Context: an optimization exercise on an open-source flow, tuned for small area. The choices shown serve that exercise and are no tape-out recipe.
At most, simulation tests tie the RTL to the original design; equivalence was not proved.
No driver is modelled on the clock port, so clocking that relies on it looks cheaper here than on a real chip.
Power is estimated from default activity; no workload was simulated.

==> inputs of run M <==
==> flow/design.v (excerpt) <==
module SPI_Top
    #(parameter mode = 2'b00,bits_num = 32)(
    input clk,
    input reset,
    input tx_start,
    input [1:0] sel,
    input [bits_num - 1:0] master_data_in,
    input [bits_num - 1:0] slave1_data_in,
    input [bits_num - 1:0] slave2_data_in,
    input [bits_num - 1:0] slave3_data_in,
    input [bits_num - 1:0] slave4_data_in,
    output tx_end,
    output [bits_num - 1:0] master_data_out,
    output [bits_num - 1:0] slave1_data_out,
    output [bits_num - 1:0] slave2_data_out,
    output [bits_num - 1:0] slave3_data_out,
    output [bits_num - 1:0] slave4_data_out
    );
    wire [3:0] ld, hd;
    wire hm;
    SPI_Master #(.mode(mode),.bits_num(bits_num)) master(
        .clk(clk),
        .reset(reset),
        .tx_start(tx_start),
        .sel(sel),
        .tx_end(tx_end),
        .ld(ld),
        .hd(hd),
        .hm(hm)
    );
    mux_4x1 #(.bits_num(bits_num)) mux(
        .clk(clk),
        .in1(slave1_data_in),
        .in2(slave2_data_in),
        .in3(slave3_data_in),
        .in4(slave4_data_in),
        .ld(ld),
        .hm(hm),
        .out(master_data_out)
    );
    SPI_Slave #(.bits_num(bits_num)) slave1(
        .clk(clk), .reset(reset), .ld(ld[0]), .hd(hd[0]),
        .data_in(master_data_in), .data_out(slave1_data_out));
    SPI_Slave #(.bits_num(bits_num)) slave2(
        .clk(clk), .reset(reset), .ld(ld[1]), .hd(hd[1]),
  ...
clock: 5.0 ns
lec_check: 0
cap_margin: 20
core_margin: 2
core_utilization: 58
slew_margin: 20
standard.sh (not shown) runs the stock make flow with config.mk's settings and CLKGATE_MAP_FILE= SYNTH_SCRIPT=/design/flow/synth_recipe.tcl, a recipe that flattens the netlist after the stock synthesis.
==> flow/flow/run.sh <==
#!/bin/bash
# The standard layout, with the port buffers made of the smallest buffer cell,
# a clock tree of clkbuf_4 without dummy loads, and the clock buffers whose
# flip-flops see too slow a clock edge upsized after CTS (flow/post_cts.tcl). Output goes to
# standard.log.
set -euo pipefail
export BUFFER_PORTS_ARGS="-buffer_cell sky130_fd_sc_hd__buf_1"
export CTS_ARGS="-sink_clustering_enable -repair_clock_nets -dont_use_dummy_load -buf_list sky130_fd_sc_hd__clkbuf_4"
export POST_CTS_TCL="$PWD/flow/post_cts.tcl"
bash standard.sh > standard.log 2>&1
==> flow/flow/post_cts.tcl <==
# After CTS: upsize clock buffers from clkbuf_4 to clkbuf_8 until no
# flip-flop clock pin sees too slow an edge by the placement estimate.
# Each round re-estimates and upsizes the worst driver of flip-flop clock
# pins.
set limit 0.118
set n_up 0

proc pin_of {it} {
  return [get_pins "[[$it getInst] getName]/[[$it getMTerm] getName]"]
}

# worst slew over the input pins a clock buffer drives
proc worst_sink_slew {inst} {
  set worst 0
  foreach sink [[[$inst findITerm X] getNet] getITerms] {
    if {[$sink isOutputSignal]} continue
    set s [get_property [pin_of $sink] slew_max]
    if {$s > $worst} { set worst $s }
  }
  return $worst
}

for {set round 0} {$round < 40} {incr round} {
  estimate_parasitics -placement
  set worst 0
  set worst_inst ""
  foreach inst [[ord::get_db_block] getInsts] {
    if {[[$inst getMaster] getName] ne "sky130_fd_sc_hd__clkbuf_4"} continue
    set it [$inst findITerm X]
    if {$it eq "NULL"} continue
    set net [$it getNet]
    if {$net eq "NULL" || [$net getSigType] ne "CLOCK"} continue
    set has_ff 0
    foreach sink [$net getITerms] {
      if {![$sink isOutputSignal] && [[[$sink getInst] getMaster] isSequential]} { set has_ff 1 }
    }
    if {!$has_ff} continue
    set s [worst_sink_slew $inst]
    if {$s > $worst} { set worst $s; set worst_inst $inst }
  }
  if {$worst <= $limit} break
  set target $worst_inst
  puts "post_cts: worst flip-flop clock slew $worst ns under [$worst_inst getName]; upsize [$target getName]"
  replace_cell [get_cells [$target getName]] sky130_fd_sc_hd__clkbuf_8
  incr n_up
}
puts "post_cts: upsized $n_up clock buffers"
detailed_placement
check_placement -verbose
estimate_parasitics -placement
==> run E (differences from run M) <==
==> flow/flow/run.sh (replaced) <==
#!/bin/bash
# The standard layout, with the port buffers made of the smallest buffer cell,
# synthesis's buffers removed before placement (flow/pre_gpl.tcl), a clock tree
# of clkbuf_4 without dummy loads, and the clock buffers whose flip-flops see too
# slow a clock edge upsized after CTS (flow/post_cts.tcl). Output goes to
# standard.log.
set -euo pipefail
export BUFFER_PORTS_ARGS="-buffer_cell sky130_fd_sc_hd__buf_1"
export CTS_ARGS="-sink_clustering_enable -repair_clock_nets -dont_use_dummy_load -buf_list sky130_fd_sc_hd__clkbuf_4"
export PRE_GLOBAL_PLACE_TCL="$PWD/flow/pre_gpl.tcl"
export POST_CTS_TCL="$PWD/flow/post_cts.tcl"
bash standard.sh > standard.log 2>&1
==> flow/flow/post_cts.tcl (replaced) <==
# After CTS: a clkbuf_4 whose flip-flop clock pins see too slow an edge (by
# the placement estimate) is upsized to clkbuf_8; then legalize again.
set limit 0.108
estimate_parasitics -placement
set n_up 0
foreach inst [[ord::get_db_block] getInsts] {
  if {[[$inst getMaster] getName] ne "sky130_fd_sc_hd__clkbuf_4"} continue
  set it [$inst findITerm X]
  if {$it eq "NULL"} continue
  set net [$it getNet]
  if {$net eq "NULL" || [$net getSigType] ne "CLOCK"} continue
  set worst 0
  foreach sink [$net getITerms] {
    if {[$sink isOutputSignal]} continue
    set pin [get_pins "[[$sink getInst] getName]/[[$sink getMTerm] getName]"]
    set s [get_property $pin slew_max]
    if {$s > $worst} { set worst $s }
  }
  if {$worst > $limit} {
    puts "post_cts: upsize [$inst getName] (sink slew $worst ns)"
    replace_cell [get_cells [$inst getName]] sky130_fd_sc_hd__clkbuf_8
    incr n_up
  }
}
puts "post_cts: upsized $n_up clock buffers"
detailed_placement
check_placement -verbose
estimate_parasitics -placement
==> flow/flow/pre_gpl.tcl (new file) <==
# Before global placement: drop the buffers synthesis inserted, as the
# timing-driven placement would; repair_design adds back what the nets need.
remove_buffers
- CORE_UTILIZATION: 58 -> 50
- GPL_TIMING_DRIVEN: unset -> 0
==> notes.md <==
outcome=finished clean; die area=0.0118 mm²; drt wl/cell=21.7 µm; clock skew=0.0442 ns; DP Worst Slack=2.47 ns; routed wl met3=1830 µm; Seq pwr share=0.598; Internal Power=1.99 mW; fraction of layout cells with a size suffix above 1=0.0415
That was run M.
==> notes.md <==
clock skew=0.0282 ns; drt wl/cell=21.2 µm; Seq pwr share=0.594; outcome=finished clean; routed wl met3=1780 µm; Internal Power=2.02 mW
That was run E.

---

==> raven <==
SPI_Top, a different RTL version from the one above (not shown whole).
// SPI_Top
module SPI_Top
    #(parameter mode = 2'b00,bits_num = 32)(
    input clk,
    input reset,
    input tx_start,
    input [1:0] sel,
    input [bits_num - 1:0] master_data_in,
    input [bits_num - 1:0] slave1_data_in,
    input [bits_num - 1:0] slave2_data_in,
    input [bits_num - 1:0] slave3_data_in,
    input [bits_num - 1:0] slave4_data_in,
    output tx_end,
    output [bits_num - 1:0] master_data_out,
    output [bits_num - 1:0] slave1_data_out,
    output [bits_num - 1:0] slave2_data_out,
    output [bits_num - 1:0] slave3_data_out,
    output [bits_num - 1:0] slave4_data_out
    );
==> module mux_4x1, before the edit <==
module mux_4x1
    #(parameter bits_num = 32)(
    input [bits_num - 1:0] in1,
    input [bits_num - 1:0] in2,
    input [bits_num - 1:0] in3,
    input [bits_num - 1:0] in4,
    input [1:0] sel,
    output reg [bits_num - 1:0] out
    );
    always @(*) begin
        case (sel)
            2'b00: out = in1;
            2'b01: out = in2;
            2'b10: out = in3;
            default: out = in4;
        endcase
    end
endmodule
==> module SPI_Master, before the edit <==
module SPI_Master
    #(parameter mode = 2'b00,bits_num = 32)(
    input clk,
    input reset,
    input tx_start,
    input [bits_num - 1:0] data_in,
    output reg tx_end,
    output load,
    output reg [bits_num - 1:0] data_out
    );
    reg run;
    reg [$clog2(bits_num):0] counts;
    assign load = run & tx_end;
    always @(posedge clk, negedge reset) begin
        if (!reset) begin
            run <= 1'b0;
            tx_end <= 1'b0;
            counts <= 'b0;
        end
        else if (tx_start) begin
            run <= 1'b1;
            tx_end <= 1'b0;
            counts <= 'b0;
        end
        else if (run) begin
            if (tx_end)
                run <= 1'b0;
            else begin
                counts <= counts + 1'b1;
                if (&counts)
                    tx_end <= 1'b1;
            end
        end
    end
    always @(posedge clk) begin
        if (load)
            data_out <= data_in;
    end
endmodule
==> module SPI_Slave, before the edit <==
module SPI_Slave
    #(parameter bits_num = 32)(
    input clk,
    input reset,
    input load,
    input [bits_num - 1:0] data_in,
    output reg [bits_num - 1:0] data_out
    );
    always @(posedge clk, negedge reset) begin
        if (!reset)
            data_out <= 'b0;
        else if (load)
            data_out <= data_in;
    end
endmodule
==> module SPI_Top, before the edit <==
module SPI_Top
    #(parameter mode = 2'b00,bits_num = 32)(
    input clk,
    input reset,
    input tx_start,
    input [1:0] sel,
    input [bits_num - 1:0] master_data_in,
    input [bits_num - 1:0] slave1_data_in,
    input [bits_num - 1:0] slave2_data_in,
    input [bits_num - 1:0] slave3_data_in,
    input [bits_num - 1:0] slave4_data_in,
    output tx_end,
    output [bits_num - 1:0] master_data_out,
    output [bits_num - 1:0] slave1_data_out,
    output [bits_num - 1:0] slave2_data_out,
    output [bits_num - 1:0] slave3_data_out,
    output [bits_num - 1:0] slave4_data_out
    );
    wire [bits_num - 1:0] master_in;
    wire load;
    SPI_Master #(.mode(mode),.bits_num(bits_num)) master(
        .clk(clk),
        .reset(reset),
        .tx_start(tx_start),
        .data_in(master_in),
        .tx_end(tx_end),
        .load(load),
        .data_out(master_data_out)
    );
    mux_4x1 #(.bits_num(bits_num)) mux(
        .in1(slave1_data_in),
        .in2(slave2_data_in),
        .in3(slave3_data_in),
        .in4(slave4_data_in),
        .sel(sel),
        .out(master_in)
    );
    SPI_Slave #(.bits_num(bits_num)) slave1(
        .clk(clk), .reset(reset), .load(load & (sel == 2'b00)),
        .data_in(master_data_in), .data_out(slave1_data_out));
    SPI_Slave #(.bits_num(bits_num)) slave2(
        .clk(clk), .reset(reset), .load(load & (sel == 2'b01)),
        .data_in(master_data_in), .data_out(slave2_data_out));
    SPI_Slave #(.bits_num(bits_num)) slave3(
        .clk(clk), .reset(reset), .load(load & (sel == 2'b10)),
        .data_in(master_data_in), .data_out(slave3_data_out));
    SPI_Slave #(.bits_num(bits_num)) slave4(
        .clk(clk), .reset(reset), .load(load & (sel == 2'b11)),
        .data_in(master_data_in), .data_out(slave4_data_out));
endmodule
Settings: LEC_CHECK=0, CAP_MARGIN=20, CORE_MARGIN=2, CORE_UTILIZATION=40, SLEW_MARGIN=20; clock period 5.0 ns.
run.sh (not shown) runs the stock make flow with config.mk's settings and CLKGATE_MAP_FILE= SYNTH_SCRIPT=/design/flow/synth_recipe.tcl, a recipe that flattens the netlist after the stock synthesis.
Stock flow here: none of the scripts above is used.
==> inputs of pepper, as changes to raven <==
==> flow/design.v (replaced) <==
module mux_4x1
    #(parameter bits_num = 32)(
    input clk,
    input [bits_num - 1:0] in1,
    input [bits_num - 1:0] in2,
    input [bits_num - 1:0] in3,
    input [bits_num - 1:0] in4,
    input [3:0] ld,
    input hm,
    output reg [bits_num - 1:0] out
    );
    always @(posedge clk)
        out <= ({bits_num{ld[0]}} & in1) | ({bits_num{ld[1]}} & in2) |
               ({bits_num{ld[2]}} & in3) | ({bits_num{ld[3]}} & in4) |
               ({bits_num{hm}} & out);
endmodule
module SPI_Master
    #(parameter mode = 2'b00,bits_num = 32)(
    input clk,
    input reset,
    input tx_start,
    input [1:0] sel,
    output reg tx_end,
    output reg [3:0] ld,
    output reg [3:0] hd,
    output reg hm
    );
    reg run;
    reg [$clog2(bits_num):0] counts;
    wire last = run & (&counts);
    wire [3:0] ld_next = last ? (4'b0001 << sel) : 4'b0000;
    always @(posedge clk) begin
        hd <= ~ld_next;
        if (tx_start)
            counts <= 'b0;
        else
            counts <= counts + 1'b1;
    end
    always @(posedge clk, negedge reset) begin
        if (!reset) begin
            run <= 1'b0;
            tx_end <= 1'b0;
            ld <= 4'b0000;
            hm <= 1'b1;
        end
        else begin
            ld <= ld_next;
            hm <= ~last;
            if (tx_start) begin
                run <= 1'b1;
                tx_end <= 1'b0;
            end
            else if (run) begin
                if (&counts) begin
                    run <= 1'b0;
                    tx_end <= 1'b1;
                end
            end
        end
    end
endmodule
module SPI_Slave
    #(parameter bits_num = 32)(
    input clk,
    input reset,
    input ld,
    input hd,
    input [bits_num - 1:0] data_in,
    output reg [bits_num - 1:0] data_out
    );
    always @(posedge clk, negedge reset) begin
        if (!reset)
            data_out <= 'b0;
        else
            data_out <= ({bits_num{ld}} & data_in) | ({bits_num{hd}} & data_out);
    end
endmodule
module SPI_Top
    #(parameter mode = 2'b00,bits_num = 32)(
    input clk,
    input reset,
    input tx_start,
    input [1:0] sel,
    input [bits_num - 1:0] master_data_in,
    input [bits_num - 1:0] slave1_data_in,
    input [bits_num - 1:0] slave2_data_in,
    input [bits_num - 1:0] slave3_data_in,
    input [bits_num - 1:0] slave4_data_in,
    output tx_end,
    output [bits_num - 1:0] master_data_out,
    output [bits_num - 1:0] slave1_data_out,
    output [bits_num - 1:0] slave2_data_out,
    output [bits_num - 1:0] slave3_data_out,
    output [bits_num - 1:0] slave4_data_out
    );
    wire [3:0] ld, hd;
    wire hm;
    SPI_Master #(.mode(mode),.bits_num(bits_num)) master(
        .clk(clk),
        .reset(reset),
        .tx_start(tx_start),
        .sel(sel),
        .tx_end(tx_end),
        .ld(ld),
        .hd(hd),
        .hm(hm)
    );
    mux_4x1 #(.bits_num(bits_num)) mux(
        .clk(clk),
        .in1(slave1_data_in),
        .in2(slave2_data_in),
        .in3(slave3_data_in),
        .in4(slave4_data_in),
        .ld(ld),
        .hm(hm),
        .out(master_data_out)
    );
    SPI_Slave #(.bits_num(bits_num)) slave1(
        .clk(clk), .reset(reset), .ld(ld[0]), .hd(hd[0]),
        .data_in(master_data_in), .data_out(slave1_data_out));
    SPI_Slave #(.bits_num(bits_num)) slave2(
        .clk(clk), .reset(reset), .ld(ld[1]), .hd(hd[1]),
        .data_in(master_data_in), .data_out(slave2_data_out));
    SPI_Slave #(.bits_num(bits_num)) slave3(
        .clk(clk), .reset(reset), .ld(ld[2]), .hd(hd[2]),
        .data_in(master_data_in), .data_out(slave3_data_out));
    SPI_Slave #(.bits_num(bits_num)) slave4(
        .clk(clk), .reset(reset), .ld(ld[3]), .hd(hd[3]),
        .data_in(master_data_in), .data_out(slave4_data_out));
endmodule
==> flow/flow/run.sh (new file) <==
#!/bin/bash
# The standard layout, with the port buffers made of the smallest buffer cell,
# a clock tree of clkbuf_4 without dummy loads, and the clock buffers that drive
# the most flip-flops upsized after CTS (flow/post_cts.tcl). Output goes to
# standard.log.
set -euo pipefail
export BUFFER_PORTS_ARGS="-buffer_cell sky130_fd_sc_hd__buf_1"
export CTS_ARGS="-sink_clustering_enable -repair_clock_nets -dont_use_dummy_load -buf_list sky130_fd_sc_hd__clkbuf_4"
export POST_CTS_TCL="$PWD/flow/post_cts.tcl"
bash standard.sh > standard.log 2>&1
==> flow/flow/post_cts.tcl (new file) <==
# After CTS: a clkbuf_4 that drives many flip-flop clock pins gives them too
# slow a clock edge, so upsize those to clkbuf_8 and legalize again.
set limit 13
set n_up 0
foreach inst [[ord::get_db_block] getInsts] {
  if {[[$inst getMaster] getName] ne "sky130_fd_sc_hd__clkbuf_4"} continue
  set it [$inst findITerm X]
  if {$it eq "NULL"} continue
  set net [$it getNet]
  if {$net eq "NULL" || [$net getSigType] ne "CLOCK"} continue
  set fanout [expr {[llength [$net getITerms]] - 1}]
  if {$fanout >= $limit} {
    replace_cell [get_cells [$inst getName]] sky130_fd_sc_hd__clkbuf_8
    incr n_up
  }
}
puts "post_cts: upsized $n_up clock buffers"
detailed_placement
check_placement -verbose
estimate_parasitics -placement
==> flow/standard.sh (new file) <==
#!/bin/bash
# synth_recipe.tcl (not shown) runs the flow's synth.tcl, then flattens the netlist and writes it again
# the make line also repeats each setting of config.mk as NAME=value (left out here)
make -C /OpenROAD-flow-scripts/flow DESIGN_CONFIG=/design/flow/config.mk WORK_HOME=/design/flow/orfs CLKGATE_MAP_FILE= SYNTH_SCRIPT=/design/flow/synth_recipe.tcl "${@:-finish}"
Settings changed: CORE_UTILIZATION 40 to 50, GPL_TIMING_DRIVEN set to 0.
removed: flow/run.sh
==> inputs of amber, as changes to raven <==
==> flow/design.v (replaced) <==
module mux_4x1
    #(parameter bits_num = 32)(
    input clk,
    input [bits_num - 1:0] in1,
    input [bits_num - 1:0] in2,
    input [bits_num - 1:0] in3,
    input [bits_num - 1:0] in4,
    input [3:0] ld,
    input hm,
    output reg [bits_num - 1:0] out
    );
    always @(posedge clk)
        out <= ({bits_num{ld[0]}} & in1) | ({bits_num{ld[1]}} & in2) |
               ({bits_num{ld[2]}} & in3) | ({bits_num{ld[3]}} & in4) |
               ({bits_num{hm}} & out);
endmodule
module SPI_Master
    #(parameter mode = 2'b00,bits_num = 32)(
    input clk,
    input reset,
    input tx_start,
    input [1:0] sel,
    output reg tx_end,
    output reg [3:0] ld,
    output [3:0] hd,
    output reg hm
    );
    reg run;
    reg [$clog2(bits_num):0] counts;
    wire feedback = counts[5] ^ counts[4] ^ (counts[4:0] == 5'b00000);
    wire last = run & (counts == 6'b100000);
    wire [3:0] ld_next = last ? (4'b0001 << sel) : 4'b0000;
    assign hd = {4{hm}} | ~(4'b0001 << sel);
    always @(posedge clk) begin
        if (tx_start)
            counts <= 'b0;
        else
            counts <= {counts[4:0], feedback};
    end
    always @(posedge clk, negedge reset) begin
        if (!reset) begin
            run <= 1'b0;
            tx_end <= 1'b0;
            ld <= 4'b0000;
            hm <= 1'b1;
        end
        else begin
            ld <= ld_next;
            hm <= ~last;
            if (tx_start) begin
                run <= 1'b1;
                tx_end <= 1'b0;
            end
            else if (run) begin
                if (counts == 6'b100000) begin
                    run <= 1'b0;
                    tx_end <= 1'b1;
                end
            end
        end
    end
endmodule
module SPI_Slave
    #(parameter bits_num = 32)(
    input clk,
    input reset,
    input ld,
    input hd,
    input [bits_num - 1:0] data_in,
    output reg [bits_num - 1:0] data_out
    );
    always @(posedge clk, negedge reset) begin
        if (!reset)
            data_out <= 'b0;
        else
            data_out <= ({bits_num{ld}} & data_in) | ({bits_num{hd}} & data_out);
    end
endmodule
module SPI_Top
    #(parameter mode = 2'b00,bits_num = 32)(
    input clk,
    input reset,
    input tx_start,
    input [1:0] sel,
    input [bits_num - 1:0] master_data_in,
    input [bits_num - 1:0] slave1_data_in,
    input [bits_num - 1:0] slave2_data_in,
    input [bits_num - 1:0] slave3_data_in,
    input [bits_num - 1:0] slave4_data_in,
    output tx_end,
    output [bits_num - 1:0] master_data_out,
    output [bits_num - 1:0] slave1_data_out,
    output [bits_num - 1:0] slave2_data_out,
    output [bits_num - 1:0] slave3_data_out,
    output [bits_num - 1:0] slave4_data_out
    );
    wire [3:0] ld, hd;
    wire hm;
    SPI_Master #(.mode(mode),.bits_num(bits_num)) master(
        .clk(clk),
        .reset(reset),
        .tx_start(tx_start),
        .sel(sel),
        .tx_end(tx_end),
        .ld(ld),
        .hd(hd),
        .hm(hm)
    );
    mux_4x1 #(.bits_num(bits_num)) mux(
        .clk(clk),
        .in1(slave1_data_in),
        .in2(slave2_data_in),
        .in3(slave3_data_in),
        .in4(slave4_data_in),
        .ld(ld),
        .hm(hm),
        .out(master_data_out)
    );
    SPI_Slave #(.bits_num(bits_num)) slave1(
        .clk(clk), .reset(reset), .ld(ld[0]), .hd(hd[0]),
        .data_in(master_data_in), .data_out(slave1_data_out));
    SPI_Slave #(.bits_num(bits_num)) slave2(
        .clk(clk), .reset(reset), .ld(ld[1]), .hd(hd[1]),
        .data_in(master_data_in), .data_out(slave2_data_out));
    SPI_Slave #(.bits_num(bits_num)) slave3(
        .clk(clk), .reset(reset), .ld(ld[2]), .hd(hd[2]),
        .data_in(master_data_in), .data_out(slave3_data_out));
    SPI_Slave #(.bits_num(bits_num)) slave4(
        .clk(clk), .reset(reset), .ld(ld[3]), .hd(hd[3]),
        .data_in(master_data_in), .data_out(slave4_data_out));
endmodule
==> flow/flow/run.sh (new file) <==
#!/bin/bash
# The standard layout, with the port buffers made of the smallest buffer cell,
# a clock tree of clkbuf_4 without dummy loads, and the clock buffers that drive
# the most flip-flops upsized after CTS (flow/post_cts.tcl). Output goes to
# standard.log.
set -euo pipefail
export BUFFER_PORTS_ARGS="-buffer_cell sky130_fd_sc_hd__buf_1"
export CTS_ARGS="-sink_clustering_enable -repair_clock_nets -dont_use_dummy_load -buf_list sky130_fd_sc_hd__clkbuf_4"
export POST_CTS_TCL="$PWD/flow/post_cts.tcl"
bash standard.sh > standard.log 2>&1
==> flow/flow/post_cts.tcl (new file) <==
# After CTS: a clkbuf_4 whose flip-flop clock pins see too slow an edge (by
# the placement estimate) is upsized to clkbuf_8; then legalize again.
set limit 0.108
estimate_parasitics -placement
set n_up 0
foreach inst [[ord::get_db_block] getInsts] {
  if {[[$inst getMaster] getName] ne "sky130_fd_sc_hd__clkbuf_4"} continue
  set it [$inst findITerm X]
  if {$it eq "NULL"} continue
  set net [$it getNet]
  if {$net eq "NULL" || [$net getSigType] ne "CLOCK"} continue
  set worst 0
  foreach sink [$net getITerms] {
    if {[$sink isOutputSignal]} continue
    set pin [get_pins "[[$sink getInst] getName]/[[$sink getMTerm] getName]"]
    set s [get_property $pin slew_max]
    if {$s > $worst} { set worst $s }
  }
  if {$worst > $limit} {
    puts "post_cts: upsize [$inst getName] (sink slew $worst ns)"
    replace_cell [get_cells [$inst getName]] sky130_fd_sc_hd__clkbuf_8
    incr n_up
  }
}
puts "post_cts: upsized $n_up clock buffers"
detailed_placement
check_placement -verbose
estimate_parasitics -placement
==> flow/standard.sh (new file) <==
#!/bin/bash
# synth_recipe.tcl (not shown) runs the flow's synth.tcl, then flattens the netlist and writes it again
# the make line also repeats each setting of config.mk as NAME=value (left out here)
make -C /OpenROAD-flow-scripts/flow DESIGN_CONFIG=/design/flow/config.mk WORK_HOME=/design/flow/orfs CLKGATE_MAP_FILE= SYNTH_SCRIPT=/design/flow/synth_recipe.tcl "${@:-finish}"
Settings changed: CORE_UTILIZATION 40 to 50.
removed: flow/run.sh
==> qor summary <==
metric                                                                       raven                   amber                    pepper
Post-synth design cell area                                              6870 um^2               6360 um^2                 6380 um^2
Number of sequential cells                                                     168                     173                       177
Status                                                    timing/DRC/antenna clean  timing/DRC/antenna clean  timing/DRC/antenna clean
Final-layout non-clock buffer area share                                     30.2%                   16.5%                     18.2%
Share of cell area taken by muxes after synthesis                            32.1%                      0%                        0%
Post-layout min period                                                     2.54 ns                 2.19 ns                   2.06 ns
Total internal power                                                       2.43 mW                 2.02 mW                   1.78 mW
Worst setup path category                                  input port to flip-flop  flip-flop to flip-flop  flip-flop to output port
Final weighted congestion in routability-driven placement                    0.750                   0.885                     0.862
Sequential share of power                                                    47.0%                   59.4%                     64.4%
Sum of net half-perimeters after detailed placement                      15,000 um               13,900 um                 15,500 um
Combinational share of power                                                 12.9%                   17.3%                      9.5%
Fraction of layout cells with a size suffix above 1                          28.0%                   4.27%                     3.29%
Sequential cell area share                                                   40.1%                   53.1%                     52.4%
Switching part of the total                                                  22.5%                   28.3%                     24.4%
For pepper, only the layout was checked, not whether the RTL still works.

-- re-timing with driven ports --
Ports are ideal in the flow. The routed layouts listed here were re-timed in OpenROAD. Step 1: set_driving_cell puts a clkbuf_16 on clk and a buf_2 on each other input, an assumption about the parent block. Step 2 times the ports against the registers' clock, not the clock port: input delays grow and output delays shrink by t, the midpoint of the rising clock arrivals with the driver on. Three values: ideal, step 1, step 2; two values: the first two.
run	shift t [ns]	setup slack, ns	worst register clock-pin slew, ns
run M	0.598	2.835 / 2.799 / 2.557	0.12 / 0.12
run E	0.468	2.795 / 2.795 / 2.386	0.11 / 0.11
raven	0.457	2.464 / 2.477 / 2.020	0.07 / 0.07
pepper	0.472	2.942 / 2.902 / 3.293	0.12 / 0.12
amber	0.451	2.812 / 2.812 / 2.500	0.10 / 0.10
After both steps every run listed still meets setup and hold. The setup slack of raven, which loses most, moves by +0.013 ns with the drivers and by -0.444 ns with both steps.
